This is an optimization exercise on Yosys and OpenROAD, whose aim is small area, a short achievable clock period and few clock cycles, not a production implementation.
Only simulation tests tie the RTL to the original design; equivalence was not proved.
Power figures rest on the tool's default switching activity, not on a simulated workload.

==> flow/design.v <==
module MonMult #(parameter W = 3) (
    input  [65:0]  s_in,
    input  [65:0]  c_in,
    input  [W-1:0] a,
    input  [64:0]  B,
    input  [63:0]  M,
    output [65:0]  s_out,
    output [65:0]  c_out
);
reg [66:0] s, c, ab, ts, tc, qm, us, uc;
reg q;
integer j;
always @* begin
    s = {1'b0, s_in};
    c = {1'b0, c_in};
    for (j = 0; j < W; j = j + 1) begin
        ab = a[j] ? {2'b0, B} : 67'd0;
        ts = s ^ c ^ ab;
        tc = {((s[65:0] & c[65:0]) | (s[65:0] & ab[65:0]) | (c[65:0] & ab[65:0])), 1'b0};
        q  = ts[0];
        qm = q ? {3'b0, M} : 67'd0;
        us = ts ^ tc ^ qm;
        uc = {((ts[65:0] & tc[65:0]) | (ts[65:0] & qm[65:0]) | (tc[65:0] & qm[65:0])), 1'b0};
        s  = {1'b0, us[66:1]};
        c  = {1'b0, uc[66:1]};
    end
end
assign s_out = s[65:0];
assign c_out = c[65:0];
endmodule
module rsa #(parameter W = 3) (
    input             clk,
    input             nreset,
    input             wr_bs,
    input             wr_msg,
    input             wr_mod,
    input             wr_exp,
    input             wr_res,
    input             wr_ctl,
    input      [31:0] wdata,
    input      [7:0]  raddr,
    output     [31:0] rdata,
    output            fabint
);
localparam NC = (66 + W - 1) / W;    
localparam K  = NC * W;              
localparam ST_IDLE = 7'b0000001;
localparam ST_LOAD = 7'b0000010;    
localparam ST_DBL  = 7'b0000100;    
localparam ST_MM   = 7'b0001000;    
localparam ST_FIN  = 7'b0010000;    
localparam ST_RED  = 7'b0100000;    
localparam ST_DONE = 7'b1000000;
localparam K_SQ  = 2'd0;
localparam K_MUL = 2'd1;
localparam K_OUT = 2'd2;
reg        bs;
reg        flag;
reg        done;
reg [6:0]  st;
reg [1:0]  kind;
reg [6:0]  cnt;
reg [5:0]  idx;
reg        found;
reg [64:0] acc;
reg [63:0] xb;
reg [65:0] ss, sc;
reg [W-1:0] a_sl;
wire [63:0] msg, M, E;
rsa_ram ram_0(
    .clk(clk), .bs(bs),
    .wr_msg(wr_msg), .wr_mod(wr_mod), .wr_exp(wr_exp),
    .wdata(wdata),
    .msg(msg), .mod(M), .ex(E));
wire [65:0] s_nx, c_nx;
MonMult #(.W(W)) mm_0(
    .s_in(ss), .c_in(sc), .a(a_sl), .B(acc), .M(M),
    .s_out(s_nx), .c_out(c_nx));
wire        dbl  = st[2];
wire        rst_ = st[5];
wire        sub  = dbl | rst_;
wire [64:0] X    = dbl ? {acc[63:0], 1'b0} : acc;
wire [65:0] P    = {1'b0, ss[64:0] | (X & {65{sub}})};
wire [65:0] Q    = sub ? {2'b11, ~M} : {1'b0, sc[64:0]};
wire [65:0] R    = P + Q + {65'd0, sub};
wire [64:0] sum  = R[64:0];
wire [63:0] red  = R[65] ? X[63:0] : R[63:0];
wire ebit    = E[idx];
wire found_n = found | ebit;
wire dbl_end = st[2] && (cnt == K - 1);
wire mm_end  = st[3] && (cnt == NC - 1);
wire       last = (idx == 6'd0);
wire [1:0] kind_n = (st[4] && kind == K_SQ && ebit) ? K_MUL :
                    last ? K_OUT : K_SQ;
wire [K+W-1:0] a_acc = acc;
wire [K+W-1:0] a_xb  = xb;
wire [4:0]     a_ix  = cnt[4:0] + 5'd1;
wire [W-1:0]   a_one = 1;
always @(posedge clk) begin
    if (st[3])
        a_sl <= (kind == K_SQ)  ? a_acc[a_ix*W +: W] :
                (kind == K_MUL) ? a_xb[a_ix*W +: W]  : {W{1'b0}};
    else if (st[4])
        a_sl <= (kind_n == K_SQ)  ? sum[W-1:0] :
                (kind_n == K_MUL) ? xb[W-1:0]  : a_one;
    else
        a_sl <= (kind_n == K_SQ)  ? red[W-1:0] : a_one;
end
always @(posedge clk) begin
    if (st[3]) begin
        ss <= s_nx;
        sc <= c_nx;
    end else begin
        ss <= 66'd0;
        sc <= 66'd0;
    end
end
always @(posedge clk) begin
    case (1'b1)
    st[1]: begin
        acc   <= {1'b0, msg};
        cnt   <= 7'd0;
        idx   <= 6'd63;
        found <= 1'b0;
    end
    st[2]: begin
        acc <= {1'b0, red};
        xb  <= red;
        cnt <= cnt + 7'd1;
        if (!found) begin
            if (ebit)
                found <= 1'b1;
            else if (!last)
                idx <= idx - 6'd1;
        end
        if (dbl_end) begin
            cnt  <= 7'd0;
            kind <= kind_n;
            if (!found_n)
                acc <= 65'd1;            
            else if (kind_n == K_SQ)
                idx <= idx - 6'd1;
        end
    end
    st[3]: begin
        cnt <= cnt + 7'd1;
    end
    st[4]: begin
        acc  <= sum;
        cnt  <= 7'd0;
        kind <= kind_n;
        if (kind_n == K_SQ)
            idx <= idx - 6'd1;
    end
    st[5]: begin
        acc <= {1'b0, red};
    end
    default: ;
    endcase
end
wire op_wr = wr_msg | wr_mod | wr_exp | wr_res;
wire start = wr_ctl &  wdata[0];
wire stop  = wr_ctl & ~wdata[0];
always @(posedge clk) begin
    if (!nreset) begin
        bs   <= 1'b0;
        flag <= 1'b0;
        done <= 1'b0;
        st   <= ST_IDLE;
    end else begin
        if (wr_bs)
            bs <= wdata[0];
        if (op_wr | stop) begin
            flag <= 1'b0;
            done <= 1'b0;
            st   <= ST_IDLE;
        end else if (start) begin
            flag <= 1'b1;
            done <= 1'b0;
            st   <= ST_LOAD;
        end else begin
            case (1'b1)
            st[1]:   st <= ST_DBL;
            st[2]:   if (dbl_end) begin
                         if (!found_n) begin
                             done <= 1'b1;
                             st   <= ST_DONE;
                         end else
                             st <= ST_MM;
                     end
            st[3]:   if (mm_end) st <= ST_FIN;
            st[4]:   st <= (kind == K_OUT) ? ST_RED : ST_MM;
            st[5]:   begin
                         done <= 1'b1;
                         st   <= ST_DONE;
                     end
            default: ;
            endcase
        end
    end
end
assign fabint = done;
assign rdata = ~raddr[5] ? {31'd0, flag} :
                raddr[2] ? {31'd0, done} :
                (bs ? acc[63:32] : acc[31:0]);
endmodule
module rsa_ram(
    input             clk,
    input             bs,
    input             wr_msg,
    input             wr_mod,
    input             wr_exp,
    input      [31:0] wdata,
    output reg [63:0] msg,
    output reg [63:0] mod,
    output reg [63:0] ex
);
always @(posedge clk) begin
    if (wr_msg & ~bs) msg[31:0]  <= wdata;
    if (wr_msg &  bs) msg[63:32] <= wdata;
    if (wr_mod & ~bs) mod[31:0]  <= wdata;
    if (wr_mod &  bs) mod[63:32] <= wdata;
    if (wr_exp & ~bs) ex[31:0]   <= wdata;
    if (wr_exp &  bs) ex[63:32]  <= wdata;
end
endmodule
module locknet_rsa(
    input         PCLK,
    input         PRESETN,
    input         PSEL,
    input         PENABLE,
    input         PWRITE,
    input  [7:0]  PADDR,
    input  [31:0] PWDATA,
    output [31:0] PRDATA,
    output        PREADY,
    output        PSLVERR,
    output        FABINT
);
assign PREADY  = 1'b1;
assign PSLVERR = 1'b0;
wire wr   = PSEL & PENABLE & PWRITE;
wire wsel = wr & (PADDR[7:5] == 3'b000) & (PADDR[1:0] == 2'b00);
rsa rsa_0(
    .clk(PCLK),
    .nreset(PRESETN),
    .wr_bs (wsel & (PADDR[4:2] == 3'b010)),    
    .wr_msg(wsel & (PADDR[4:2] == 3'b011)),    
    .wr_mod(wsel & (PADDR[4:2] == 3'b100)),    
    .wr_exp(wsel & (PADDR[4:2] == 3'b101)),    
    .wr_res(wsel & (PADDR[4:2] == 3'b110)),    
    .wr_ctl(wsel & (PADDR[4:2] == 3'b111)),    
    .wdata(PWDATA),
    .raddr(PADDR),
    .rdata(PRDATA),
    .fabint(FABINT)
);
endmodule
==> flow/run.sh <==
#!/bin/bash
# synth_recipe.tcl (not shown) runs the flow's synth.tcl, then flattens the netlist and writes it again
# the make line also repeats each setting of config.mk as NAME=value (left out here)
make -C /OpenROAD-flow-scripts/flow DESIGN_CONFIG=/design/flow/config.mk WORK_HOME=/design/flow/orfs CLKGATE_MAP_FILE= SYNTH_SCRIPT=/design/flow/synth_recipe.tcl finish
==> flow/config.mk <==
export PLATFORM = sky130hd
export DESIGN_NAME = locknet_rsa
export DESIGN_NICKNAME = locknet_rsa
export VERILOG_FILES = /design/flow/design.v
export SDC_FILE = /design/flow/constraint.sdc
export NUM_CORES = 4
export LEC_CHECK = 0
export ABC_CLOCK_PERIOD_IN_PS = 5000
export CAP_MARGIN = 20
export CORE_MARGIN = 2
export CORE_UTILIZATION = 40
export PLACE_DENSITY = 0.6
export SETUP_SLACK_MARGIN = 4.5
export SLEW_MARGIN = 20
==> flow/constraint.sdc <==
create_clock -name core_clock -period 10.0 [get_ports {PCLK}]
set_input_delay 2.0000 -clock core_clock [delete_from_list [all_inputs] [get_ports {PCLK}]]
set_output_delay 2.0000 -clock core_clock [all_outputs]
set_load 0.01 [all_outputs]
==> results.toml, run 1 <==
[outcome]
outcome = "finished clean"

[sta]
slew_viol_final = 0
min_period_over_period_pct = 55.9
fmax_mhz = 179
clock_skew_ns = 0.0384
rsz0062_at_grt = "true"
slew_headroom_pct = 27.3
fin_crit_ns = 5.59
final_hold_viol_count = 0
finalSetupTns_ns = 0
tightest_slew_ns = 1.08
setup_viol = 0

[floorplan]
die_y_um = 307
core_area_mm2 = 0.0912
fp.dieW_um = 307
pin_count = 80
rows = 111
initial_utilization_pct = 40.2
dieArea_mm2 = 0.0942

[final_layout]
drive_gt1_share_pct = 7.47
nFillCells = 8593
nNetsFinal = 3937
syn_to_final_growth_pct = 11.2

[routing]
drtPass1Iterations = 6
num_vias = 27715
drtIter0Drc = 3220
avgRoutedWirePerCell_um = 26.9
ant_nets = 0
wl_um = 126000
via_per_inst = 5.94
drc = 0

[worst_setup_path]
path_class = "flip-flop to flip-flop"
cp-start-kind = "flip-flop"
crit_slowest_cell = "dfxtp_4"
path_max_fanout = 85
r2r_end = "rsa_0.a_sl[0]$_DFF_P_"
r2r_setup_slack_ns = 4.41
path_buf_inv = 2
critPathCaptureType = "flip-flop"
cp_top_family = "compound AO/OA/AOI/OAI gates"
reg2reg_from = "rsa_0.st[2]$_SDFF_PP0_"
crit_required_ns = 10.52
worstSetupPathDepth = 15
cpMostUsedCell = "buf_16"
cpPeakStageDelay_ns = 0.54
crit_chain = "or2_4 -> buf_16 -> a21oi_1 -> ha_1 -> nand2_1 -> o211a_1 -> o31ai_2 -> o311a_1 -> a31o_2 -> nand3_2 -> and4_4 -> or3_4 -> buf_16 -> mux2_4 -> o41a_1"
startpoint = "rsa_0.st[2]$_SDFF_PP0_"
cp.arrival_ns = 6.11
critical_path.endpoint = "rsa_0.a_sl[0]$_DFF_P_"
r2r.worst_path.cells = 15

[yosys]
synth_xor_area_share_pct = 1.53
synthTopCellsByCount = "fa_1, edfxtp_1, inv_1, nor2_1, and2_1"
yosysMostFrequentCell = "fa_1"
synth.top_cell.area_share_pct = 26.4
synth.area.top_cells = "edfxtp_1, fa_1, dfxtp_1"
synth_cell_types = 87
synth_cells = 3487
synth-compound-area-share_pct = 11.6
yosysSeqAreaShare_pct = 35.0
synthSimpleGateAreaFrac_pct = 15.8
muxShareOfSynthArea_pct = 6.35
synth-warning-count = 3
synth_fp_nets = 3996
synth_top_family_by_area = "adder cells"
synth_edf_count = 322
synth-seq-cells = 480
synth_area_per_cell_um2 = 10.5
netlist_area_mm2 = 0.0367
async_reset_ff_share_pct = 0
yosys.area.top_type = "edfxtp_1"
synth_fa_ha_area_share_pct = 23.7
ys.flop_type = "edfxtp_1"

[clock_network]
cts.path.max_buffers = 3
clk_pin_slew_worst_paths_ns = 0.06
cts_buffers = 60
cts_tree = "yes"
hold_buffers = 0
cts.sinks = 480
root_buffer = "clkbuf_16"
h-tree-depth = 2
clk_latency_ns = 0.66

[run]
drv_cap = 0

[grt]
grt_first_pass_wirelength_um = 186000
overflow = 0
grt_use_total_pct = 26.6
grt_max_degree = 86
grt_pass1_vias = 27383
antenna_found_initial = 9

[power]
finalPower_mw = 4.74
power.density_mw_per_mm2 = 116
vdd_drop_max_uv = 137
p_leak_nw = 15.2

[min_path]
hp-class = "flip-flop to flip-flop"

[place]
gp_congestion = 1.00
numPortBuffers = 77
dpl.hpwl_um = 86200
==> cell usage in the layout (no fill, tap or decap), drive strengths merged, types with 111 or more instances in the layout <==
cell type  count
nand2        160
nand2b       148
edfxtp       322
dfxtp        158
a21oi        221
inv          309
mux2i        111
nor2         268
and2         265
fa           387
==> report_power, final <==
part	internal, mW	switching, mW	leakage, nW	total, mW
sequential	2.11	0.00641	4.21	2.11
clock	1.39	0.945	1.02	2.34
combinational	0.114	0.171	9.98	0.286
total	3.62	1.12	15.2	4.74
==> layer usage <==
metal | track usage [%] | vias up | part of all wire, %
met5 | 0 | - | 0.036
met3 | 5.58 | 264 | 10
met4 | 8.48 | 6 | 3.3
met1 | 38.8 | 14070 | 43
li1 | - | 11833 | -
met2 | 39.7 | 1542 | 43
==> cell families (layout without fill, tap and decap cells) <==
group           count (synthesis)  after routing
xor+xnor                       64             64
simple gates                 1101           1107
flops                         480            480
mux                           167            167
other cells                     2              3
compound gates                650            650
fa+ha+maj                     464            464
buf+inv                       559            546
==> timing repair <==
action	CTS	global route
gates cloned	5	2
setup buffers	6	4
resized for setup	17	12
hold endpoints to repair	0	0
pin swaps	3	1
endpoints found under the setup margin	188	120
==> stage by stage <==
stage               utilization, %  hold slack (ns)  area, um^2  worst slack [ns]  instances
detailed placement            42.0            0.511       38400              3.71       4534
CTS                           44.6            0.522       40700              4.49       4659
global route                  44.7            0.556       40800              4.40       4666
global placement              42.0            0.507       38400              3.83       4534
floorplan                        -            0.472       36700              4.49       3487
finish                        44.7            0.522       40800              4.41       4667
==> layout make-up <==
type | count | area [um^2] | area share, %
Antenna cell | 1 | 2.50 | 0.00613
Clock buffer | 72 | 1600 | 3.92
Clock inverter | 42 | 479 | 1.17
Inverter | 306 | 1150 | 2.82
Multi-Input combinational cell | 2454 | 21900 | 53.7
Sequential cell | 480 | 12800 | 31.5
Tap cell | 1186 | 1480 | 3.64
Timing Repair Buffer | 126 | 1340 | 3.28
==> flip-flops by register name (all words and copies together), names as in the netlist <==
register,flops
rsa_0.cnt,7
rsa_0.kind,2
rsa_0.idx,6
rsa_0.ram_0.msg,64
rsa_0.found,1
rsa_0.xb,64
rsa_0.ram_0.mod,64
rsa_0.ram_0.ex,64
rsa_0.bs,1
rsa_0.st,5
rsa_0.acc,65
rsa_0.a_sl,3
rsa_0.ss,66
rsa_0.done,1
rsa_0.flag,1
rsa_0.sc,66
==> worst min-delay path by stage <==
stage	start	to	slack [ns]	depth (start not counted)
3_5_place_dp	rsa_0.cnt[5]$_SDFFE_PP0P_	rsa_0.cnt[5]$_SDFFE_PP0P_	0.51	1
3_3_place_gp	rsa_0.cnt[5]$_SDFFE_PP0P_	rsa_0.cnt[5]$_SDFFE_PP0P_	0.51	1
5_1_grt	rsa_0.ram_0.msg[61]$_DFFE_PP_	rsa_0.acc[61]$_DFFE_PP_	0.56	2
2_1_floorplan	rsa_0.cnt[5]$_SDFFE_PP0P_	rsa_0.cnt[5]$_SDFFE_PP0P_	0.47	1
4_1_cts	rsa_0.cnt[5]$_SDFFE_PP0P_	rsa_0.cnt[5]$_SDFFE_PP0P_	0.52	1
6_report	rsa_0.cnt[5]$_SDFFE_PP0P_	rsa_0.cnt[5]$_SDFFE_PP0P_	0.52	1
Testbench counts, summed over its fixed seeds: cycles 35,344.
==> run 2, diff against run 1 <==
==> flow/config.mk (replaced) <==
export PLATFORM = sky130hd
export DESIGN_NAME = locknet_rsa
export DESIGN_NICKNAME = locknet_rsa
export VERILOG_FILES = /design/flow/design.v
export SDC_FILE = /design/flow/constraint.sdc
export NUM_CORES = 4
export LEC_CHECK = 0
export ABC_CLOCK_PERIOD_IN_PS = 4000
export CAP_MARGIN = 20
export CORE_MARGIN = 2
export CORE_UTILIZATION = 50
export PLACE_DENSITY = 0.65
export SETUP_SLACK_MARGIN = 5
export SLEW_MARGIN = 20
==> run 2 against run 1 <==
Net effect:
- fmax rose by 8.5%
- design area rose by 2.1%
- utilization rose by 12 points
- register-to-register slack improved by 0.44 ns
- critical path type unchanged
==> results.toml, run 2 <==
[place]
dpl.hpwl_um = 88600
gp_congestion = 1.03
post_dp_cell_area_mm2 = 0.0383
dp_slack_ns = 3.22
numPortBuffers = 77
numPlacedInstances = 4311

[clock_network]
cts.sinks = 480
root_buffer = "clkbuf_16"
cts.path.max_buffers = 3
cts_tree = "yes"
cts_buffers = 58
clk_latency_ns = 0.64
clk_pin_slew_worst_paths_ns = 0.06
h-tree-depth = 2

[yosys]
netlist_area_mm2 = 0.0367
yosys.area.top_type = "edfxtp_1"
yosysSeqAreaShare_pct = 35.0
synth.top_cell.area_share_pct = 26.4
synth.area.top_cells = "edfxtp_1, fa_1, dfxtp_1"
synth_cell_types = 87
synth-warning-count = 3
synth_edf_count = 322
yosysMostFrequentCell = "fa_1"
ys.flop_type = "edfxtp_1"
synthTopCellsByCount = "fa_1, edfxtp_1, inv_1, nor2_1, and2_1"
synth_cells = 3487
synth-seq-cells = 480
synth_area_per_cell_um2 = 10.5
async_reset_ff_share_pct = 0
synth_fp_nets = 3996

[min_path]
hold_end = "rsa_0.acc[61]$_DFFE_PP_"
worstHoldPathCells = 2
hp-class = "flip-flop to flip-flop"
min_from = "rsa_0.ram_0.msg[61]$_DFFE_PP_"

[floorplan]
fp.dieW_um = 275
initial_utilization_pct = 50.4
die_y_um = 275
pin_count = 80
dieArea_mm2 = 0.0756
core_area_mm2 = 0.0728
rows = 99

[final_layout]
final_util_pct = 57.2
stdcell_count = 4479
syn_to_final_growth_pct = 13.5
final_cell_mix = "fa_1, edfxtp_1, inv_1"
mostFrequentLayoutCell = "fa_1"
stdcell_area_mm2 = 0.0417
drive_gt1_share_pct = 11.8
nNetsFinal = 3975
reg_top3 = "rsa_0.sc: 66 flops, rsa_0.ss: 66 flops, rsa_0.acc: 65 flops"

[sta]
rsz0062_at_grt = "true"
clock_skew_ns = 0.0179
tightest_slew_ns = 1.10
final_hold_viol_count = 0
finalSetupTns_ns = 0
fmax_mhz = 194
hold_ws_ns = 0.535
fin_crit_ns = 5.15
setup_viol = 0
slew_headroom_pct = 26.6
fin_ws_ns = 4.85
slew_viol_final = 0
min_period_over_period_pct = 51.5

[grt]
grt_first_pass_wirelength_um = 194000
antenna_found_initial = 9
overflow = 0
grt_pass1_vias = 28941
grt_max_degree = 97
grt_use_total_pct = 35.4

[routing]
drtPass1Iterations = 6
num_vias = 28510
wl_um = 133000
avgRoutedWirePerCell_um = 29.6
via_per_inst = 6.37
drtIter0Drc = 3878
ant_nets = 0
drc = 0

[run]
drv_cap = 0

[worst_setup_path]
crit_required_ns = 10.58
path_class = "flip-flop to flip-flop"
crit_slowest_cell = "fa_4"
cpPeakStageDelay_ns = 0.81
r2r.worst_path.cells = 13
cp.arrival_ns = 5.73
path_max_fanout = 6
critPathCaptureType = "flip-flop"
reg2reg_from = "rsa_0.acc[0]$_DFFE_PP_"
cp-start-kind = "flip-flop"
r2r_setup_slack_ns = 4.85
crit_chain = "nand2_2 -> fa_2 -> nand2b_4 -> fa_1 -> fa_4 -> nand2b_4 -> fa_1 -> fa_4 -> buf_12 -> buf_16 -> nor2b_4 -> fa_2 -> and2_4"
r2r_end = "rsa_0.ss[21]$_SDFF_PN0_"

[power]
power.density_mw_per_mm2 = 115
p_leak_nw = 15.8
vdd_drop_max_uv = 223
finalPower_mw = 4.78

[outcome]
outcome = "finished clean"
run 2: cell count changes in the layout (fill, tap and decap cells not counted), sizes merged, moves of 2 or more:
cell	change
clkbuf	-2
clkinv	-3
clkdlybuf4s50	-32
clkinvlp	+2
dlygate4sd2	+29
buf	+37
diode	+4
run 2: how the worst max path moves through the flow:
stage / startpoint / to / slack, ns / cells past startpoint
2_1_floorplan: PADDR[5] / rsa_0.ram_0.ex[0]$_DFFE_PP_ / 4.68 / 5
3_3_place_gp: rsa_0.a_sl[0]$_DFF_P_ / rsa_0.ss[0]$_SDFF_PN0_ / 3.35 / 12
3_5_place_dp: rsa_0.a_sl[0]$_DFF_P_ / rsa_0.ss[0]$_SDFF_PN0_ / 3.22 / 12
4_1_cts: rsa_0.acc[0]$_DFFE_PP_ / rsa_0.ss[0]$_SDFF_PN0_ / 4.77 / 13
5_1_grt: rsa_0.acc[0]$_DFFE_PP_ / rsa_0.ss[21]$_SDFF_PN0_ / 4.75 / 13
6_report: rsa_0.acc[0]$_DFFE_PP_ / rsa_0.ss[21]$_SDFF_PN0_ / 4.85 / 13
run 2: layer usage:
layer	part of all wire (%)	wire length (um)	track usage, %
met5	0.026	35	0
met4	5.2	6920	15.6
met3	12	16100	10.1
met2	43	57100	52.4
met1	40	52400	48.7
run 2: cell type report:
class,count,area (um^2)
well taps,959,1200
flip-flops and latches,480,12900
clock buffers,67,1540
diodes,5,12.5
inverters,306,1150
repair buffers,165,1850
multi-input cells,2455,22500
clock inverters,42,519
fillers,6089,31200
run 2: cell families (layout without fill, tap and decap cells):
family	count (synthesis)	after routing	share of synthesized area, %
AOI/OAI and AO/OA	650	650	11.6
xor gates and xnor gates	64	64	1.53
adders and majority gates	464	464	23.7
buffers and inverters	559	580	5.92
DFF	480	480	35.0
muxes	167	167	6.35
other	2	7	0.0205
and+or+nand+nor	1101	1108	15.8
run 2: critical path: cells and delay by family, from the launching register on:
family                     cells  cell delay [ns]
and+or+nand+nor                5             0.65
DFF                            1             0.52
adders and majority gates      6             3.50
buffers and inverters          2             0.40
run 2: repair_timing:
| item | in CTS | in global routing |
|---|---|---|
| hold buffers | 0 | 0 |
| resized for setup | 149 | 48 |
| pin swaps | 29 | 26 |
| cloned | 13 | 3 |
| buffers inserted | 27 | 11 |
| endpoints found under the setup margin | 291 | 177 |
run 2: power breakdown:
part / internal, mW / switching (mW) / total [mW]
sequential: 2.11 / 0.00956 / 2.12
combinational: 0.139 / 0.197 / 0.336
clock: 1.39 / 0.943 / 2.33
total: 3.63 / 1.15 / 4.78
==> run 3, diff against run 2 <==
--- a/flow/design.v
+++ b/flow/design.v
@@ -1,3 +1,3 @@
-module MonMult #(parameter W = 3) (
+module MonMult #(parameter W = 4) (
     input  [65:0]  s_in,
     input  [65:0]  c_in,
@@ -9,14 +9,18 @@
 );
 reg [66:0] s, c, ab, ts, tc, qm, us, uc;
-reg q;
+reg q, qp;
 integer j;
 always @* begin
-    s = {1'b0, s_in};
-    c = {1'b0, c_in};
+    s  = {1'b0, s_in};
+    c  = {1'b0, c_in};
+    qp = 1'b0;
     for (j = 0; j < W; j = j + 1) begin
+        if (j == 0)
+            q = s[0] ^ c[0] ^ (a[0] & B[0]);
+        else
+            q = ts[1] ^ tc[1] ^ (a[j] & B[0]) ^ (qp & ~M[1]);
         ab = a[j] ? {2'b0, B} : 67'd0;
         ts = s ^ c ^ ab;
         tc = {((s[65:0] & c[65:0]) | (s[65:0] & ab[65:0]) | (c[65:0] & ab[65:0])), 1'b0};
-        q  = ts[0];
         qm = q ? {3'b0, M} : 67'd0;
         us = ts ^ tc ^ qm;
@@ -24,4 +28,5 @@
         s  = {1'b0, us[66:1]};
         c  = {1'b0, uc[66:1]};
+        qp = q;
     end
 end
@@ -29,5 +34,5 @@
 assign c_out = c[65:0];
 endmodule
-module rsa #(parameter W = 3) (
+module rsa #(parameter W = 4) (
     input             clk,
     input             nreset,
--- a/flow/config.mk
+++ b/flow/config.mk
@@ -9,6 +9,6 @@
 export CAP_MARGIN = 20
 export CORE_MARGIN = 2
-export CORE_UTILIZATION = 50
-export PLACE_DENSITY = 0.65
+export CORE_UTILIZATION = 40
+export PLACE_DENSITY = 0.6
 export SETUP_SLACK_MARGIN = 5
 export SLEW_MARGIN = 20
==> run 3 against run 2 <==
Net effect:
- clock power down 15%
- sequential power about the same
- worst setup slack worse by 0.32 ns
- design area up 8.7%
- synthesized cell count up 4.9%
- non-clock buffer count up 26
- area after synthesis up 6.7%
- cell count up 12%
- utilization down 10 points
- fmax down 5.8%
- global-route usage down 6.8 points
- critical endpoint unchanged
- highest routed layer unchanged
==> results.toml, run 3 <==
[final_layout]
drive_gt1_share_pct = 16.9
final_util_pct = 46.7
stdcell_count = 5000
final_cell_mix = "nand2_1, fa_1, edfxtp_1"
nNetsFinal = 4320
syn_to_final_growth_pct = 15.6
reg_top3 = "rsa_0.sc: 66 flops, rsa_0.ss: 66 flops, rsa_0.acc: 65 flops"
nFillCells = 8822
multiInputGateArea_mm2 = 0.0255
regArea_mm2 = 0.0129
mostFrequentLayoutCell = "nand2_1"

[power]
seqPwrFrac_pct = 47.5
vdd_drop_max_uv = 136
comb_power_share_pct = 8.0
power.density_mw_per_mm2 = 98.6
p_int_mw = 3.34
p_sw_share_pct = 25.2
p_leak_nw = 15.7
clock_power_share_pct = 44.6
p_sw_mw = 1.12

[clock_network]
cts.path.max_buffers = 3
clk_latency_ns = 0.66
clk_pin_slew_worst_paths_ns = 0.06
h-tree-depth = 2
cts_buffers = 54
cts.sinks = 481
cts_tree = "yes"
root_buffer = "clkbuf_16"

[worst_setup_path]
r2r_end = "rsa_0.ss[21]$_SDFF_PN0_"
cp.arrival_ns = 6.01
r2r_setup_slack_ns = 4.53
path_class = "flip-flop to flip-flop"
reg2reg_from = "rsa_0.acc[0]$_DFFE_PP_"
cp-start-kind = "flip-flop"
critPathCaptureType = "flip-flop"
path_max_fanout = 7
crit_required_ns = 10.55
r2r.worst_path.cells = 16

[routing]
ant_nets = 0
drc = 0
num_vias = 29702
avgRoutedWirePerCell_um = 28.7
drtPass1Iterations = 8
wl_um = 143000
drtIter0Drc = 3861
via_per_inst = 5.94

[yosys]
synth_edf_count = 322
synth.top_cell.area_share_pct = 26.4
netlist_area_mm2 = 0.0392
async_reset_ff_share_pct = 0
synth-warning-count = 3
synth-seq-cells = 481
yosysMostFrequentCell = "fa_1"
synth_area_per_cell_um2 = 10.7
synthTopCellsByCount = "fa_1, nand2_1, edfxtp_1, inv_1, and2_1"
synth_cell_types = 83
yosysSeqAreaShare_pct = 32.8
yosys.area.top_type = "fa_1"
synth.area.top_cells = "fa_1, edfxtp_1, dfxtp_1"
synth_cells = 3659
synth_fp_nets = 4303
ys.flop_type = "edfxtp_1"

[sta]
fmax_mhz = 183
fin_ws_ns = 4.53
slew_viol_final = 0
setup_viol = 0
clock_skew_ns = 0.0273
final_hold_viol_count = 0
slew_headroom_pct = 27.8
fin_crit_ns = 5.47
min_period_over_period_pct = 54.7
tightest_slew_ns = 1.08
finalSetupTns_ns = 0
rsz0062_at_grt = "true"

[run]
drv_cap = 0

[grt]
grt_first_pass_wirelength_um = 207000
grt_max_degree = 86
grt_use_total_pct = 28.6
antenna_found_initial = 10
grt_pass1_vias = 29579
overflow = 0

[floorplan]
initial_utilization_pct = 40.4
dieArea_mm2 = 0.100
die_y_um = 317
core_area_mm2 = 0.0969
fp.dieW_um = 317
pin_count = 80
rows = 114

[place]
numPlacedInstances = 4823
dpl.hpwl_um = 95000
numPortBuffers = 77
gp_congestion = 1.02
dp_slack_ns = 3.01

[min_path]
min_from = "rsa_0.cnt[6]$_SDFFE_PP0P_"
worstHoldPathCells = 2
hp-class = "flip-flop to flip-flop"
hold_end = "rsa_0.cnt[6]$_SDFFE_PP0P_"

[outcome]
outcome = "finished clean"
==> run 3: through the flow <==
step / hold WS (ns) / instance area (um^2) / power [mW]
floorplan: 0.454 / 39500 / 2.34
global placement: 0.485 / 41200 / 2.46
detailed placement: 0.494 / 41200 / 2.47
CTS: 0.503 / 44700 / 4.47
global route: 0.537 / 45300 / 4.57
finish: 0.509 / 45300 / 4.47
==> run 3: kinds of logic (layout without fill, tap and decap cells) <==
group / count (synthesis) / count (layout) / share of synthesized area, %
simple gates: 1197 / 1199 / 14.6
fa+ha+maj: 599 / 599 / 29.0
compound gates: 554 / 554 / 9.37
buf+inv: 554 / 611 / 5.57
flops: 481 / 481 / 32.8
mux: 199 / 199 / 6.91
xor+xnor: 73 / 74 / 1.63
other cells: 2 / 7 / 0.0192
==> run 3: power groups by stage <==
stage                     Combinational (mW)  Clock (mW)  Sequential (mW)
after CTS                              0.344        2.00             2.12
after detailed placement               0.302           0             2.16
after global routing                   0.372        2.08             2.12
after global placement                 0.299           0             2.16
final                                  0.355        1.99             2.12
after floorplan                        0.184           0             2.16
==> run 3: what timing repair did <==
action                                  in CTS  in global routing
endpoints found under the setup margin     296                216
gates cloned                                20                  3
resized for setup                          373                104
hold buffers                                 0                  0
pin swaps                                   39                 40
buffers inserted                            32                 16
==> run 3: cell type report <==
type,count,share of cell area [%]
Timing Repair inverter,1,0.0193
Clock buffer,73,3.30
Clock inverter,26,0.420
Timing Repair Buffer,191,5.31
Multi-Input combinational cell,2627,56.3
Sequential cell,481,28.4
Antenna cell,5,0.0276
Tap cell,1276,3.53
Inverter,320,2.68
==> run 3: worst max path at each step <==
stage	slack (ns)	cells past startpoint	end	start
floorplan	4.84	15	rsa_0.ss[59]$_SDFF_PN0_	rsa_0.acc[0]$_DFFE_PP_
global placement	3.04	17	rsa_0.acc[18]$_DFFE_PP_	rsa_0.st[5]$_SDFFE_PP0P_
detailed placement	3.01	17	rsa_0.acc[18]$_DFFE_PP_	rsa_0.st[5]$_SDFFE_PP0P_
CTS	4.57	15	rsa_0.ss[23]$_SDFF_PN0_	rsa_0.acc[0]$_DFFE_PP_
global route	4.45	15	rsa_0.ss[25]$_SDFF_PN0_	rsa_0.acc[0]$_DFFE_PP_
finish	4.53	16	rsa_0.ss[21]$_SDFF_PN0_	rsa_0.acc[0]$_DFFE_PP_
==> run 3: critical path, cell delays in order, from the launching register on <==
cell	delay, ns
edfxtp_1	0.40
buf_8	0.17
nand2_4	0.06
fa_2	0.52
buf_12	0.20
buf_12	0.15
buf_6	0.11
nand2b_4	0.13
fa_1	0.55
fa_1	0.47
fa_2	0.55
fa_1	0.44
fa_2	0.55
fa_1	0.41
inv_1	0.08
fa_2	0.42
and2_1	0.16
==> run 3: per-layer routing <==
| layer | vias up | track usage, % | wire length (um) |
|---|---|---|---|
| li1 | 12286 | - | - |
| met1 | 15365 | 39.3 | 57500 |
| met2 | 1732 | 43.4 | 63000 |
| met3 | 317 | 7.42 | 15900 |
| met4 | 2 | 11.1 | 6950 |
| met5 | - | 0 | 13 |
Testbench counts of run 3, summed over its fixed seeds: cycles 28,016.
==> run 4, diff against run 3 <==
--- a/flow/design.v
+++ b/flow/design.v
@@ -3,4 +3,5 @@
     input  [65:0]  c_in,
     input  [W-1:0] a,
+    input          q0,               
     input  [64:0]  B,
     input  [63:0]  M,
@@ -17,5 +18,5 @@
     for (j = 0; j < W; j = j + 1) begin
         if (j == 0)
-            q = s[0] ^ c[0] ^ (a[0] & B[0]);
+            q = q0;
         else
             q = ts[1] ^ tc[1] ^ (a[j] & B[0]) ^ (qp & ~M[1]);
@@ -79,6 +80,7 @@
     .msg(msg), .mod(M), .ex(E));
 wire [65:0] s_nx, c_nx;
+reg q0;
 MonMult #(.W(W)) mm_0(
-    .s_in(ss), .c_in(sc), .a(a_sl), .B(acc), .M(M),
+    .s_in(ss), .c_in(sc), .a(a_sl), .q0(q0), .B(acc), .M(M),
     .s_out(s_nx), .c_out(c_nx));
 wire        dbl  = st[2];
@@ -102,13 +104,19 @@
 wire [4:0]     a_ix  = cnt[4:0] + 5'd1;
 wire [W-1:0]   a_one = 1;
-always @(posedge clk) begin
+reg [W-1:0] a_sl_n;
+always @* begin
     if (st[3])
-        a_sl <= (kind == K_SQ)  ? a_acc[a_ix*W +: W] :
-                (kind == K_MUL) ? a_xb[a_ix*W +: W]  : {W{1'b0}};
+        a_sl_n = (kind == K_SQ)  ? a_acc[a_ix*W +: W] :
+                 (kind == K_MUL) ? a_xb[a_ix*W +: W]  : {W{1'b0}};
     else if (st[4])
-        a_sl <= (kind_n == K_SQ)  ? sum[W-1:0] :
-                (kind_n == K_MUL) ? xb[W-1:0]  : a_one;
+        a_sl_n = (kind_n == K_SQ)  ? sum[W-1:0] :
+                 (kind_n == K_MUL) ? xb[W-1:0]  : a_one;
     else
-        a_sl <= (kind_n == K_SQ)  ? red[W-1:0] : a_one;
+        a_sl_n = (kind_n == K_SQ)  ? red[W-1:0] : a_one;
+end
+wire b0_n = st[3] ? acc[0] : st[4] ? sum[0] : red[0];
+always @(posedge clk) begin
+    a_sl <= a_sl_n;
+    q0   <= (st[3] ? (s_nx[0] ^ c_nx[0]) : 1'b0) ^ (a_sl_n[0] & b0_n);
 end
 always @(posedge clk) begin
--- a/flow/config.mk
+++ b/flow/config.mk
@@ -9,6 +9,6 @@
 export CAP_MARGIN = 20
 export CORE_MARGIN = 2
-export CORE_UTILIZATION = 40
-export PLACE_DENSITY = 0.6
+export CORE_UTILIZATION = 50
+export PLACE_DENSITY = 0.65
 export SETUP_SLACK_MARGIN = 5
 export SLEW_MARGIN = 20
==> run 4 against run 3 <==
Net effect:
- design area up 4.2%
- sequential power hardly changed
- count of clock-buffer cells in the layout rose by 1
- synthesized cell count shrank 2.0%
- register-to-register slack improved by 0.08 ns
- critical path type unchanged
- utilization up 14 points
- flip-flop and latch count grew 1
- critical endpoint is now rsa_0.ss[55]$_SDFF_PN0_
- combinational power grew 8.5%
- still clean
==> results.toml, run 4 <==
[yosys]
synth_edf_count = 322
async_reset_ff_share_pct = 0
synth-warning-count = 3
synth_area_per_cell_um2 = 10.9
synth_cell_types = 88
yosysSeqAreaShare_pct = 33.0
ys.flop_type = "edfxtp_1"
synthTopCellsByCount = "nand2_1, fa_1, edfxtp_1, inv_1, and2_1"
netlist_area_mm2 = 0.0390
yosysMostFrequentCell = "nand2_1"
synth-seq-cells = 482
synth.top_cell.area_share_pct = 26.5
synth_fp_nets = 4229
synth.area.top_cells = "fa_1, edfxtp_1, dfxtp_1"
synth_cells = 3585
yosys.area.top_type = "fa_1"

[final_layout]
reg_top3 = "rsa_0.sc: 66 flops, rsa_0.ss: 66 flops, rsa_0.acc: 65 flops"
nFillCells = 6275
syn_to_final_growth_pct = 21.0
mostFrequentLayoutCell = "nand2_1"
final_cell_mix = "nand2_1, fa_1, edfxtp_1"
multiInputGateArea_mm2 = 0.0259
drive_gt1_share_pct = 25.2
regArea_mm2 = 0.0129
final_util_pct = 61.0
nNetsFinal = 4351

[worst_setup_path]
cpPeakStageDelay_ns = 0.53
r2r.worst_path.cells = 17
path_max_fanout = 9
cp.arrival_ns = 5.92
r2r_setup_slack_ns = 4.61
r2r_end = "rsa_0.ss[55]$_SDFF_PN0_"
reg2reg_from = "rsa_0.acc[3]$_DFFE_PP_"
crit_slowest_cell = "fa_1"
crit_chain = "and2_4 -> fa_1 -> fa_1 -> fa_1 -> fa_1 -> fa_1 -> buf_4 -> buf_6 -> ha_4 -> xor2_4 -> xnor2_4 -> buf_12 -> buf_12 -> buf_16 -> and2_4 -> fa_2 -> and2_4"
cpMostUsedCell = "fa_1"
cp-start-kind = "flip-flop"
path_class = "flip-flop to flip-flop"
critPathCaptureType = "flip-flop"
crit_required_ns = 10.53

[sta]
fmax_mhz = 185
slew_viol_final = 0
finalSetupTns_ns = 0
rsz0062_at_grt = "true"
min_period_over_period_pct = 53.9
final_hold_viol_count = 0
slew_headroom_pct = 18.4
fin_crit_ns = 5.39
clock_skew_ns = 0.0306
setup_viol = 0
tightest_slew_ns = 1.22

[grt]
antenna_found_initial = 12
grt_max_degree = 75
grt_pass1_vias = 30062
grt_use_total_pct = 35.2
grt_first_pass_wirelength_um = 207000
overflow = 0

[routing]
via_per_inst = 6.31
drtIter0Drc = 3974
avgRoutedWirePerCell_um = 29.9
ant_nets = 0
drc = 0
drtPass1Iterations = 5
wl_um = 144000
num_vias = 30279

[floorplan]
fp.dieW_um = 283
dieArea_mm2 = 0.0803
initial_utilization_pct = 50.4
die_y_um = 283
pin_count = 80
rows = 102
core_area_mm2 = 0.0773

[min_path]
min_from = "rsa_0.found$_SDFFE_PP0P_"
hp-class = "flip-flop to flip-flop"
hold_end = "rsa_0.found$_SDFFE_PP0P_"
worstHoldPathCells = 1

[power]
p_leak_nw = 16.6
power.density_mw_per_mm2 = 99.9
vdd_drop_max_uv = 127

[place]
gp_congestion = 0.978
numPortBuffers = 77
dpl.hpwl_um = 86700

[clock_network]
cts.path.max_buffers = 3
root_buffer = "clkbuf_16"
cts_buffers = 56
clk_latency_ns = 0.65
clk_pin_slew_worst_paths_ns = 0.06
h-tree-depth = 2
cts_tree = "yes"
cts.sinks = 482

[outcome]
outcome = "finished clean"

[run]
drv_cap = 0
run 4: report_power, final:
| group | switching [mW] | leakage (nW) | internal, mW |
|---|---|---|---|
| Clock | 0.899 | 0.936 | 1.31 |
| Combinational | 0.221 | 11.5 | 0.163 |
| Sequential | 0.00625 | 4.22 | 2.12 |
| Total | 1.13 | 16.6 | 3.59 |
run 4: cell type report:
cell class | count | area share, %
Clock inverter | 32 | 0.827
Inverter | 316 | 2.52
Antenna cell | 6 | 0.0318
Sequential cell | 482 | 27.3
Timing Repair Buffer | 306 | 8.35
Tap cell | 1040 | 2.76
Clock buffer | 74 | 3.25
Multi-Input combinational cell | 2545 | 54.9
run 4: routing by layer:
| metal | GRT usage [%] | wire length (um) |
|---|---|---|
| met2 | 51.2 | 61700 |
| met1 | 46.7 | 53100 |
| met3 | 11.4 | 19200 |
| met5 | 0 | 77 |
| met4 | 19.5 | 9490 |
run 4: metrics by stage:
step,worst slack (ns),area (um^2),total power [mW],cells,hold WS (ns)
floorplan,4.82,39100,2.33,3585,0.477
global placement,3.12,40500,2.46,4497,0.493
detailed placement,3.11,40500,2.46,4497,0.498
CTS,4.68,45400,4.68,4721,0.512
global route,4.47,47200,4.80,4795,0.539
finish,4.61,47200,4.71,4801,0.510
run 4: critical path: cells and delay by family, from the launching register on:
kind | cells | cell delay [ns]
fa+ha+maj | 7 | 3.06
flops | 1 | 0.49
xor+xnor | 2 | 0.36
simple gates | 3 | 0.52
buf+inv | 5 | 0.79
run 4: worst max path at each step:
stage	startpoint	end	slack [ns]	depth (start not counted)
global route	rsa_0.a_sl[0]$_DFF_P_	rsa_0.q0$_DFF_P_	4.47	23
finish	rsa_0.acc[3]$_DFFE_PP_	rsa_0.ss[55]$_SDFF_PN0_	4.61	17
CTS	rsa_0.acc[4]$_DFFE_PP_	rsa_0.q0$_DFF_P_	4.68	14
floorplan	rsa_0.acc[2]$_DFFE_PP_	rsa_0.q0$_DFF_P_	4.82	17
global placement	rsa_0.st[2]$_SDFF_PP0_	rsa_0.acc[1]$_DFFE_PP_	3.12	16
detailed placement	rsa_0.st[2]$_SDFF_PP0_	rsa_0.acc[1]$_DFFE_PP_	3.11	16
run 4: cells by family after synthesis:
logic type	count (synthesis)	share of synthesized area [%]
simple gates	1120	13.6
compound gates	549	9.89
other cells	2	0.0193
buf+inv	562	5.74
xor+xnor	77	1.80
fa+ha+maj	599	29.2
flops	482	33.0
mux	194	6.81
run 4: timing repair:
| action | in CTS | in global routing |
|---|---|---|
| setup buffers | 82 | 65 |
| endpoints found under the setup margin | 296 | 216 |
| pin swaps | 98 | 121 |
| resized for setup | 567 | 227 |
| hold buffers | 0 | 0 |
| gates cloned | 36 | 9 |
Testbench counts of run 4, summed over its fixed seeds: cycles 28,016.
==> run 5, diff against run 4 <==
--- a/flow/config.mk
+++ b/flow/config.mk
@@ -9,6 +9,6 @@
 export CAP_MARGIN = 20
 export CORE_MARGIN = 2
-export CORE_UTILIZATION = 50
-export PLACE_DENSITY = 0.65
+export CORE_UTILIZATION = 65
+export PLACE_DENSITY = 0.75
 export SETUP_SLACK_MARGIN = 5
 export SLEW_MARGIN = 20
==> run 5 against run 4 <==
Net effect:
- design area shrank 5.2%
- clock skew shrank 0.0023 ns
- count of clock-buffer cells in the layout shrank 14
- die area shrank 23%
- sequential share of layout area grew 1.5 points
- power shrank 2.5%
- via count grew 0.20%
- sequential power is essentially flat
- critical path depth shrank 1
- utilization grew 15 points
- flip-flop and latch count is the same
- critical path type unchanged
==> results.toml, run 5 <==
[floorplan]
core_area_mm2 = 0.0591
fp.dieW_um = 249
die_y_um = 249
initial_utilization_pct = 66.0
pin_count = 80
dieArea_mm2 = 0.0620
rows = 89

[sta]
tightest_slew_ns = 1.12
rsz0062_at_grt = "true"
slew_headroom_pct = 24.3
clock_skew_ns = 0.0283
setup_viol = 0
finalSetupTns_ns = 0
final_hold_viol_count = 0
fin_crit_ns = 5.39
min_period_over_period_pct = 53.9
fmax_mhz = 185
slew_viol_final = 0

[place]
gp_congestion = 1.00
post_dp_cell_area_mm2 = 0.0402
dpl.hpwl_um = 84100
numPortBuffers = 77

[worst_setup_path]
crit_required_ns = 10.52
cp.arrival_ns = 5.91
cp-start-kind = "flip-flop"
path_max_fanout = 2
path_class = "flip-flop to flip-flop"
critPathCaptureType = "flip-flop"
r2r_setup_slack_ns = 4.61
r2r.worst_path.cells = 16
r2r_end = "rsa_0.q0$_DFF_P_"
reg2reg_from = "rsa_0.acc[2]$_DFFE_PP_"

[clock_network]
hold_buffers = 0
cts.sinks = 482
cts_buffers = 53
clk_latency_ns = 0.64
cts.path.max_buffers = 3
clk_pin_slew_worst_paths_ns = 0.07
root_buffer = "clkbuf_16"
h-tree-depth = 2
cts_tree = "yes"

[final_layout]
nNetsFinal = 4281
syn_to_final_growth_pct = 14.7
stdcell_area_mm2 = 0.0447
final_cell_mix = "nand2_1, fa_1, edfxtp_1"
reg_top3 = "rsa_0.sc: 66 flops, rsa_0.ss: 66 flops, rsa_0.acc: 65 flops"
mostFrequentLayoutCell = "nand2_1"
drive_gt1_share_pct = 17.9

[min_path]
worstHoldPathCells = 1
hold_end = "rsa_0.acc[33]$_DFFE_PP_"
min_from = "rsa_0.ram_0.msg[33]$_DFFE_PP_"
hp-class = "flip-flop to flip-flop"

[power]
p_leak_nw = 15.8
vdd_drop_max_uv = 128
power.density_mw_per_mm2 = 103

[yosys]
synthTopCellsByCount = "nand2_1, fa_1, edfxtp_1, inv_1, and2_1"
synth_area_per_cell_um2 = 10.9
synth_fp_nets = 4229
ys.flop_type = "edfxtp_1"
synth.top_cell.area_share_pct = 26.5
synth_cells = 3585
synth_edf_count = 322
async_reset_ff_share_pct = 0
yosysMostFrequentCell = "nand2_1"
yosys.area.top_type = "fa_1"
yosysSeqAreaShare_pct = 33.0
synth_cell_types = 88
netlist_area_mm2 = 0.0390
synth-warning-count = 3
synth.area.top_cells = "fa_1, edfxtp_1, dfxtp_1"
synth-seq-cells = 482

[outcome]
outcome = "finished clean"

[routing]
drtPass1Iterations = 8
drtIter0Drc = 4195
via_per_inst = 6.80
num_vias = 30339
wl_um = 135000
avgRoutedWirePerCell_um = 30.3
drc = 0
ant_nets = 0

[grt]
grt_max_degree = 76
grt_pass1_vias = 30885
overflow = 0
top_usage_layer = "met2"
grt.met2_usage_pct = 63.8
use_met3_pct = 14.0
antenna_found_initial = 5
grt_first_pass_wirelength_um = 200000
grt_use_total_pct = 44.1
gr-usage-met1_pct = 59.4

[run]
drv_cap = 0
-- run 5: cell counts after synthesis --
Identical to the previous run, type by type.
-- run 5: cell families (layout without fill, tap and decap cells) --
| kind of cell | after synthesis | count (layout) | share of synthesized area (%) |
|---|---|---|---|
| flops | 482 | 482 | 33.0 |
| buf+inv | 562 | 652 | 5.74 |
| fa+ha+maj | 599 | 599 | 29.2 |
| other cells | 2 | 11 | 0.0193 |
| compound gates | 549 | 550 | 9.89 |
| xor+xnor | 77 | 79 | 1.80 |
| mux | 194 | 194 | 6.81 |
| simple gates | 1120 | 1124 | 13.6 |
-- run 5: cell type report --
cell class                      count  area [um^2]
Antenna cell                        9         22.5
Clock buffer                       60         1360
Clock inverter                     40          469
Fill cell                        3897        14400
Inverter                          316         1190
Multi-Input combinational cell   2548        24900
Sequential cell                   482        12900
Tap cell                          773          967
Timing Repair Buffer              236         2910
-- run 5: worst max-delay path by stage --
stage / startpoint / depth (start not counted) / slack (ns) / to
after global placement: rsa_0.st[2]$_SDFF_PP0_ / 15 / 3.60 / rsa_0.acc[54]$_DFFE_PP_
after detailed placement: rsa_0.st[2]$_SDFF_PP0_ / 15 / 3.42 / rsa_0.acc[45]$_DFFE_PP_
after CTS: rsa_0.acc[2]$_DFFE_PP_ / 17 / 4.69 / rsa_0.q0$_DFF_P_
final: rsa_0.acc[2]$_DFFE_PP_ / 16 / 4.61 / rsa_0.q0$_DFF_P_
after global routing: rsa_0.acc[2]$_DFFE_PP_ / 16 / 4.49 / rsa_0.q0$_DFF_P_
after floorplan: rsa_0.acc[2]$_DFFE_PP_ / 17 / 4.82 / rsa_0.q0$_DFF_P_
-- run 5: routing by layer --
layer | up-vias | routed length, um
li1 | 12166 | -
met1 | 15306 | 48300
met2 | 2391 | 57600
met3 | 476 | 20400
met4 | 0 | 8930
met5 | - | 0
-- run 5: metrics by stage --
step / hold slack (ns) / total power, mW / utilization [%] / setup WS [ns] / cells
after CTS: 0.520 / 4.57 / 74.9 / 4.69 / 4430
after detailed placement: 0.505 / 2.45 / 67.9 / 3.42 / 4226
after floorplan: 0.477 / 2.33 / - / 4.82 / 3585
after global placement: 0.502 / 2.44 / 67.9 / 3.60 / 4226
final: 0.519 / 4.60 / 75.7 / 4.61 / 4464
after global routing: 0.541 / 4.68 / 75.6 / 4.49 / 4455
-- run 5: worst max-delay path, cell delays in order (launching register included) --
cell	delay, ns
edfxtp_1	0.44
and2_4	0.19
fa_1	0.50
fa_1	0.46
fa_2	0.59
inv_1	0.06
fa_1	0.36
inv_1	0.08
fa_1	0.47
inv_2	0.10
fa_2	0.47
fa_2	0.43
fa_2	0.62
xnor2_1	0.14
xnor2_1	0.14
nand2_1	0.08
o31a_1	0.15
-- run 5: what timing repair did --
action | in CTS | in global routing
endpoints found under the setup margin | 283 | 221
pin swaps | 93 | 46
resized for setup | 361 | 115
buffers inserted | 75 | 19
gates cloned | 29 | 6
-- run 5: power by group --
| group | switching (mW) | internal [mW] |
|---|---|---|
| registers | 0.00460 | 2.11 |
| clock network | 0.897 | 1.22 |
| logic | 0.207 | 0.155 |
==> run 6, diff against run 5 <==
--- a/flow/config.mk
+++ b/flow/config.mk
@@ -10,5 +10,7 @@
 export CORE_MARGIN = 2
 export CORE_UTILIZATION = 65
+export CTS_BUF_LIST = sky130_fd_sc_hd__clkbuf_8
+export CTS_CLUSTER_SIZE = 20
 export PLACE_DENSITY = 0.75
-export SETUP_SLACK_MARGIN = 5
+export SETUP_SLACK_MARGIN = 4.6
 export SLEW_MARGIN = 20
==> run 6 against run 5 <==
Net effect:
- non-clock buffer count decreased by 79
- via count is 3.8% lower
- power fell by 3.5%
- register-to-register slack is essentially flat
- critical path depth is 1 lower
- count of clock-buffer cells in the layout grew 33
- synthesized cell count is the same
- largest power group unchanged
==> results.toml, run 6 <==
[routing]
wl_um = 126000
num_vias = 29191
drtIter0Drc = 3414
drc = 0
ant_nets = 0
via_per_inst = 6.58
avgRoutedWirePerCell_um = 28.4
drtPass1Iterations = 6

[floorplan]
dieArea_mm2 = 0.0620
die_y_um = 249
fp.dieW_um = 249
core_area_mm2 = 0.0591
initial_utilization_pct = 66.0
rows = 89
pin_count = 80

[sta]
tightest_slew_ns = 1.14
slew_headroom_pct = 24.2
fmax_mhz = 186
slew_viol_final = 0
setup_viol = 0
min_period_over_period_pct = 53.8
final_hold_viol_count = 0
clock_skew_ns = 0.0311
fin_crit_ns = 5.38
rsz0062_at_grt = "true"
finalSetupTns_ns = 0
hold_ws_ns = 0.507

[clock_network]
clk_latency_ns = 0.71
cts.sinks = 482
cts.path.max_buffers = 3
cts_tree = "yes"
hold_buffers = 0
h-tree-depth = 3
root_buffer = "clkbuf_8"
cts_buffers = 85
clk_pin_slew_worst_paths_ns = 0.06

[yosys]
synth_area_per_cell_um2 = 10.9
synth.area.top_cells = "fa_1, edfxtp_1, dfxtp_1"
yosys.area.top_type = "fa_1"
yosysSeqAreaShare_pct = 33.0
synth-warning-count = 3
synth_fp_nets = 4229
synth_cells = 3585
synth_edf_count = 322
yosysMostFrequentCell = "nand2_1"
synth_cell_types = 88
synth.top_cell.area_share_pct = 26.5
async_reset_ff_share_pct = 0
synthTopCellsByCount = "nand2_1, fa_1, edfxtp_1, inv_1, and2_1"
ys.flop_type = "edfxtp_1"
netlist_area_mm2 = 0.0390
synth-seq-cells = 482

[final_layout]
drive_gt1_share_pct = 10.6
syn_to_final_growth_pct = 10.2
reg_top3 = "rsa_0.sc: 66 flops, rsa_0.ss: 66 flops, rsa_0.acc: 65 flops"
final_cell_mix = "nand2_1, fa_1, inv_1"
nNetsFinal = 4230
final_util_pct = 72.7
mostFrequentLayoutCell = "nand2_1"

[grt]
grt_max_degree = 92
antenna_found_initial = 5
grt_use_total_pct = 41.0
overflow = 0
grt_pass1_vias = 29986
grt_first_pass_wirelength_um = 188000

[worst_setup_path]
cpPeakStageDelay_ns = 0.65
cp.arrival_ns = 5.96
path_class = "flip-flop to flip-flop"
crit_slowest_cell = "fa_2"
crit_chain = "buf_12 -> buf_6 -> buf_12 -> and2_1 -> fa_1 -> inv_1 -> fa_1 -> fa_2 -> fa_1 -> fa_1 -> fa_1 -> fa_1 -> inv_1 -> fa_1 -> and2_1"
cp-start-kind = "flip-flop"
path_max_fanout = 10
critPathCaptureType = "flip-flop"
r2r_setup_slack_ns = 4.62
crit_required_ns = 10.58
cpMostUsedCell = "fa_1"

[run]
drv_cap = 0

[outcome]
outcome = "finished clean"

[place]
dpl.hpwl_um = 83000
gp_congestion = 0.997
numPortBuffers = 77

[power]
p_leak_nw = 15.2
power.density_mw_per_mm2 = 103
vdd_drop_max_uv = 126

[min_path]
hp-class = "flip-flop to flip-flop"
run 6: cell counts after synthesis:
Identical to the previous run, type by type.
run 6: layer usage:
layer / up-vias / GRT usage, % / wire length, um
met5: - / 0 / 7
met4: 2 / 22.3 / 8720
met3: 450 / 11.7 / 16400
met2: 2060 / 61.1 / 54700
met1: 14607 / 54.9 / 46400
li1: 12072 / - / -
run 6: kinds of logic (layout without fill, tap and decap cells):
logic type      Yosys count  after routing  synth area share [%]
simple gates           1120           1122                  13.6
fa+ha+maj               599            599                  29.2
buf+inv                 562            632                  5.74
compound gates          549            549                  9.89
flops                   482            482                  33.0
mux                     194            194                  6.81
xor+xnor                 77             78                  1.80
other cells               2              9                0.0193
run 6: path summary, 6_finish.rpt:
| kind | to | cells past startpoint | start |
|---|---|---|---|
| worst min register to register | rsa_0.acc[63]$_DFFE_PP_ | 1 | rsa_0.ram_0.msg[63]$_DFFE_PP_ |
| worst max register to register | rsa_0.ss[29]$_SDFF_PN0_ | 15 | rsa_0.a_sl[0]$_DFF_P_ |
| worst max-delay path | rsa_0.ss[29]$_SDFF_PN0_ | 15 | rsa_0.a_sl[0]$_DFF_P_ |
| worst min-delay path | rsa_0.acc[63]$_DFFE_PP_ | 1 | rsa_0.ram_0.msg[63]$_DFFE_PP_ |
run 6: area by class of cell:
cell class	instances	area (um^2)
fillers	4167	16100
clock buffers	93	1280
clock inverters	66	512
inverters	316	1190
well taps	773	967
multi-input cells	2544	24300
repair buffers	157	1840
diodes	7	17.5
flip-flops and latches	482	12900
run 6: stage by stage:
step,std cells,power (mW),worst slack (ns),area (um^2)
2_1_floorplan,3585,2.33,4.61,39000
3_3_place_gp,4227,2.45,3.53,40100
3_5_place_dp,4227,2.45,3.35,40100
4_1_cts,4417,4.42,4.61,42500
5_1_grt,4432,4.53,4.52,43000
6_report,4438,4.43,4.62,43000
run 6: what timing repair did:
| item | CTS | global route |
|---|---|---|
| pin swaps | 6 | 31 |
| gates cloned | 9 | 6 |
| resized for setup | 66 | 63 |
| buffers inserted | 22 | 7 |
| endpoints found under the setup margin | 282 | 186 |
run 6: report_power, final:
part           total (mW)  switching (mW)  internal [mW]
Sequential           2.12         0.00438           2.12
Clock                1.99           0.917           1.07
Combinational       0.325           0.191          0.134
Total                4.43            1.11           3.32
run 6: worst max-delay path, delay by kind of cell, from the launching register on:
| family | cells | cell delay, ns |
|---|---|---|
| fa+ha+maj | 8 | 4.07 |
| buf+inv | 5 | 0.51 |
| flops | 1 | 0.35 |
| simple gates | 2 | 0.31 |
==> run 7, diff against run 6 <==
--- a/flow/config.mk
+++ b/flow/config.mk
@@ -13,4 +13,4 @@
 export CTS_CLUSTER_SIZE = 20
 export PLACE_DENSITY = 0.75
-export SETUP_SLACK_MARGIN = 4.6
+export SETUP_SLACK_MARGIN = 5
 export SLEW_MARGIN = 20
==> run 7 against run 6 <==
Net effect:
- clock power shrank 5%
- hold slack gained 0.011 ns
- sequential share of layout area shrank 0.72 points
- die area is the same
- flip-flop and latch count is the same
- critical endpoint is now rsa_0.ss[61]$_SDFF_PN0_
- largest power group unchanged
==> results.toml, run 7 <==
[place]
dpl.hpwl_um = 84100
gp_congestion = 1.00
numPortBuffers = 77
numPlacedInstances = 4226

[routing]
drtIter0Drc = 3754
drtPass1Iterations = 6
wl_um = 132000
ant_nets = 0
via_per_inst = 6.64
num_vias = 29935
avgRoutedWirePerCell_um = 29.3
drc = 0

[yosys]
netlist_area_mm2 = 0.0390
synth_cells = 3585
synth_cell_types = 88
ys.flop_type = "edfxtp_1"
yosysMostFrequentCell = "nand2_1"
synthTopCellsByCount = "nand2_1, fa_1, edfxtp_1, inv_1, and2_1"
synth_fp_nets = 4229
synth.top_cell.area_share_pct = 26.5
synth_edf_count = 322
synth.area.top_cells = "fa_1, edfxtp_1, dfxtp_1"
synth-warning-count = 3
yosysSeqAreaShare_pct = 33.0
yosys.area.top_type = "fa_1"
synth_area_per_cell_um2 = 10.9
async_reset_ff_share_pct = 0
synth-seq-cells = 482

[clock_network]
clk_pin_slew_worst_paths_ns = 0.07
cts.path.max_buffers = 3
clk_latency_ns = 0.73
cts.sinks = 482
cts_buffers = 86
h-tree-depth = 3
hold_buffers = 0
root_buffer = "clkbuf_8"
cts_tree = "yes"

[worst_setup_path]
cp-start-kind = "flip-flop"
crit_required_ns = 10.60
path_class = "flip-flop to flip-flop"
critPathCaptureType = "flip-flop"
path_max_fanout = 8
cp.arrival_ns = 5.95

[sta]
hold_ws_ns = 0.518
slew_viol_final = 0
finalSetupTns_ns = 0
setup_viol = 0
slew_headroom_pct = 23.2
tightest_slew_ns = 1.14
fmax_mhz = 187
clock_skew_ns = 0.0417
rsz0062_at_grt = "true"
min_period_over_period_pct = 53.5
final_hold_viol_count = 0
fin_crit_ns = 5.35

[final_layout]
syn_to_final_growth_pct = 12.9
mostFrequentLayoutCell = "nand2_1"
final_util_pct = 74.5
stdcell_count = 4505
final_cell_mix = "nand2_1, fa_1, inv_1"
reg_top3 = "rsa_0.sc: 66 flops, rsa_0.ss: 66 flops, rsa_0.acc: 65 flops"
drive_gt1_share_pct = 15.3
nNetsFinal = 4298

[min_path]
hp-class = "flip-flop to flip-flop"

[outcome]
outcome = "finished clean"

[floorplan]
rows = 89
die_y_um = 249
initial_utilization_pct = 66.0
pin_count = 80
fp.dieW_um = 249
core_area_mm2 = 0.0591
dieArea_mm2 = 0.0620

[grt]
grt_pass1_vias = 30764
grt_max_degree = 76
grt_use_total_pct = 42.9
antenna_found_initial = 12
grt_first_pass_wirelength_um = 196000
overflow = 0

[power]
p_leak_nw = 15.7
vdd_drop_max_uv = 122
power.density_mw_per_mm2 = 98.9
finalPower_mw = 4.36

[run]
drv_cap = 0
-- run 7: final cells by class --
| cell class | count | area [um^2] |
|---|---|---|
| repair buffers | 220 | 2530 |
| fillers | 4028 | 15100 |
| clock buffers | 94 | 1290 |
| clock inverters | 67 | 429 |
| diodes | 5 | 12.5 |
| inverters | 316 | 1190 |
| flip-flops and latches | 482 | 12900 |
| multi-input cells | 2548 | 24700 |
| well taps | 773 | 967 |
-- run 7: power by group --
part	internal, mW	switching [mW]
registers	2.12	0.00459
logic	0.144	0.198
clock network	0.979	0.915
-- run 7: critical path, stage by stage (launching register included) --
cell and delay (ns):
edfxtp_1 0.42, and2_4 0.19, fa_1 0.51, inv_1 0.07, fa_2 0.54, inv_2 0.05, fa_2 0.41, ha_4 0.32
xor2_4 0.20, xnor2_4 0.15, buf_4 0.14, buf_12 0.14, buf_12 0.15, buf_16 0.20, and2_4 0.17, fa_2 0.43
fa_2 0.54, fa_2 0.42, and2_1 0.16
-- run 7: through the flow --
step | setup slack [ns] | instance area, um^2
floorplan | 4.82 | 39100
global placement | 3.60 | 40200
detailed placement | 3.42 | 40200
CTS | 4.71 | 43400
global route | 4.51 | 44000
finish | 4.65 | 44100
-- run 7: path summary, 6_finish.rpt --
path | startpoint | end | slack, ns | depth (start not counted)
max | rsa_0.acc[1]$_DFFE_PP_ | rsa_0.ss[61]$_SDFF_PN0_ | 4.65 | 18
min | rsa_0.ram_0.msg[33]$_DFFE_PP_ | rsa_0.acc[33]$_DFFE_PP_ | 0.52 | 1
max reg2reg | rsa_0.acc[1]$_DFFE_PP_ | rsa_0.ss[61]$_SDFF_PN0_ | 4.65 | 18
min reg2reg | rsa_0.ram_0.msg[33]$_DFFE_PP_ | rsa_0.acc[33]$_DFFE_PP_ | 0.52 | 1
-- run 7: kinds of logic after synthesis --
kind of cell    synth area share, %
simple gates                   13.6
fa+ha+maj                      29.2
buf+inv                        5.74
compound gates                 9.89
flops                          33.0
mux                            6.81
xor+xnor                       1.80
other cells                  0.0193
-- run 7: timing repair --
item,4_1_cts,5_1_grt
hold endpoints to repair,0,0
setup buffers,54,27
gates resized for setup,241,104
gates cloned,21,11
setup endpoints to repair,284,224
pin swaps,63,39
-- run 7: per-layer routing --
metal  up-vias  GRT usage, %  wire (um)
met3       533          13.8      19300
met5         -             0         55
li1      12225             -          -
met2      2184          61.8      55500
met1     14983          58.0      47800
met4        10          23.9       9380
==> run 8, diff against run 7 <==
--- a/flow/config.mk
+++ b/flow/config.mk
@@ -11,6 +11,6 @@
 export CORE_UTILIZATION = 65
 export CTS_BUF_LIST = sky130_fd_sc_hd__clkbuf_8
-export CTS_CLUSTER_SIZE = 20
+export CTS_CLUSTER_SIZE = 30
 export PLACE_DENSITY = 0.75
-export SETUP_SLACK_MARGIN = 5
+export SETUP_SLACK_MARGIN = 4.8
 export SLEW_MARGIN = 20
==> run 8 against run 7 <==
Net effect:
- clock power hardly changed
- non-clock buffer count fell by 26
- flip-flop and latch count is the same
- power grew 0.52%
- still clean
- sequential power is essentially flat
- critical path depth unchanged
- design area fell by 0.24%
==> results.toml, run 8 <==
[sta]
slew_viol_final = 0
finalSetupTns_ns = 0
slew_headroom_pct = 22.7
min_period_over_period_pct = 53.2
fmax_mhz = 188
fin_ws_ns = 4.68
setup_viol = 0
final_hold_viol_count = 0
rsz0062_at_grt = "true"
clock_skew_ns = 0.0509

[floorplan]
core_area_mm2 = 0.0591
initial_utilization_pct = 66.0
fp.dieW_um = 249
pin_count = 80
dieArea_mm2 = 0.0620
die_y_um = 249

[routing]
drc = 0
via_per_inst = 6.75
ant_nets = 0
num_vias = 30241
drtPass1Iterations = 8

[worst_setup_path]
crit_required_ns = 10.60
cpMostUsedCell = "fa_1"
path_class = "flip-flop to flip-flop"
path_max_fanout = 8
cp.arrival_ns = 5.92
crit_slowest_cell = "fa_1"
startpoint = "rsa_0.acc[2]$_DFFE_PP_"
reg2reg_from = "rsa_0.acc[2]$_DFFE_PP_"
critPathCaptureType = "flip-flop"

[yosys]
synth_fa_ha_area_share_pct = 29.2
synth_cells = 3585
yosys.area.top_type = "fa_1"
synth_area_per_cell_um2 = 10.9
yosysMostFrequentCell = "nand2_1"
synth.area.top_cells = "fa_1, edfxtp_1, dfxtp_1"
synthSimpleGateAreaFrac_pct = 13.6
synth-warning-count = 3
yosysSeqAreaShare_pct = 33.0
async_reset_ff_share_pct = 0
synth_xor_area_share_pct = 1.80
netlist_area_mm2 = 0.0390
synth_edf_count = 322
synth_top_family_by_area = "adder cells"
synth-seq-cells = 482
synth_cell_types = 88
synth_fp_nets = 4229

[final_layout]
mostFrequentLayoutCell = "nand2_1"
nNetsFinal = 4272
nFillCells = 3977
syn_to_final_growth_pct = 12.7

[power]
seqPwrFrac_pct = 48.4
comb_power_share_pct = 7.6
p_sw_mw = 1.12
p_sw_share_pct = 25.7
power.density_mw_per_mm2 = 99.7

[grt]
overflow = 0
antenna_found_initial = 10
grt_max_degree = 75
grt_first_pass_wirelength_um = 196000

[run]
drv_cap = 0

[outcome]
outcome = "finished clean"

[clock_network]
cts_buffers = 88
clk_latency_ns = 0.73
cts.path.max_buffers = 3
root_buffer = "clkbuf_8"
clk_pin_slew_worst_paths_ns = 0.07
h-tree-depth = 3

[place]
gp_congestion = 1.00
dpl.hpwl_um = 81500
numPortBuffers = 77
## run 8: routing by layer
metal	GRT usage (%)	vias up	share of wire, %
met1	55.0	14958	34
met4	30.8	14	8.5
met2	64.5	2461	44
met3	11.2	645	14
li1	-	12163	-
met5	0	-	0.068
## run 8: final timing paths
kind,end,slack (ns),depth (start not counted)
min reg2reg,rsa_0.acc[60]$_DFFE_PP_,0.51,1
min,rsa_0.acc[60]$_DFFE_PP_,0.51,1
max,rsa_0.ss[37]$_SDFF_PN0_,4.68,18
max reg2reg,rsa_0.ss[37]$_SDFF_PN0_,4.68,18
## run 8: metrics by stage
step / instances / instance area [um^2] / hold slack (ns) / total power [mW] / util [%]
global route: 4476 / 43900 / 0.535 / 4.47 / 74.3
floorplan: 3585 / 39100 / 0.477 / 2.33 / -
CTS: 4447 / 43100 / 0.518 / 4.35 / 72.9
detailed placement: 4223 / 40100 / 0.504 / 2.45 / 67.9
finish: 4481 / 43900 / 0.513 / 4.38 / 74.3
global placement: 4223 / 40100 / 0.499 / 2.44 / 67.9
## run 8: cell type report
type                            instances  area share [%]
Sequential cell                       482            29.4
Antenna cell                            7          0.0399
Clock inverter                         59           0.712
Inverter                              316            2.70
Tap cell                              773            2.20
Timing Repair Buffer                  194            5.48
Clock buffer                          104            3.26
Multi-Input combinational cell       2546            56.3
## run 8: logic make-up (layout without fill, tap and decap cells)
group / Yosys count / count (layout)
compound gates: 549 / 549
xor+xnor: 77 / 77
fa+ha+maj: 599 / 599
buf+inv: 562 / 673
flops: 482 / 482
mux: 194 / 194
other cells: 2 / 9
simple gates: 1120 / 1125
## run 8: critical path: cells and delay by family (launching register included)
kind                       cells  cell delay, ns
adders and majority gates      7            3.12
xor gates and xnor gates       2            0.44
DFF                            1            0.41
and+or+nand+nor                3            0.39
buffers and inverters          6            0.83
## run 8: power groups by stage
stage	clock network, mW	registers [mW]	logic [mW]
floorplan	0	2.16	0.167
global placement	0	2.17	0.275
detailed placement	0	2.17	0.280
CTS	1.92	2.12	0.309
global route	2.00	2.12	0.345
finish	1.92	2.12	0.334
## run 8: what timing repair did
| action | CTS | global route |
|---|---|---|
| gates cloned | 18 | 7 |
| resized for setup | 143 | 174 |
| pin swaps | 56 | 62 |
| endpoints found under the hold margin | 0 | 0 |
| endpoints found under the setup margin | 296 | 210 |
| setup buffers | 43 | 20 |
| hold buffers | 0 | 0 |

Check on run 8: ideal ports give 4.683 ns setup slack; a clkbuf_16 on the clock port and buf_2 on the inputs give 4.683 ns; moving port delays by the midpoint clock arrival (0.772 ns) as well gives 4.683 ns.
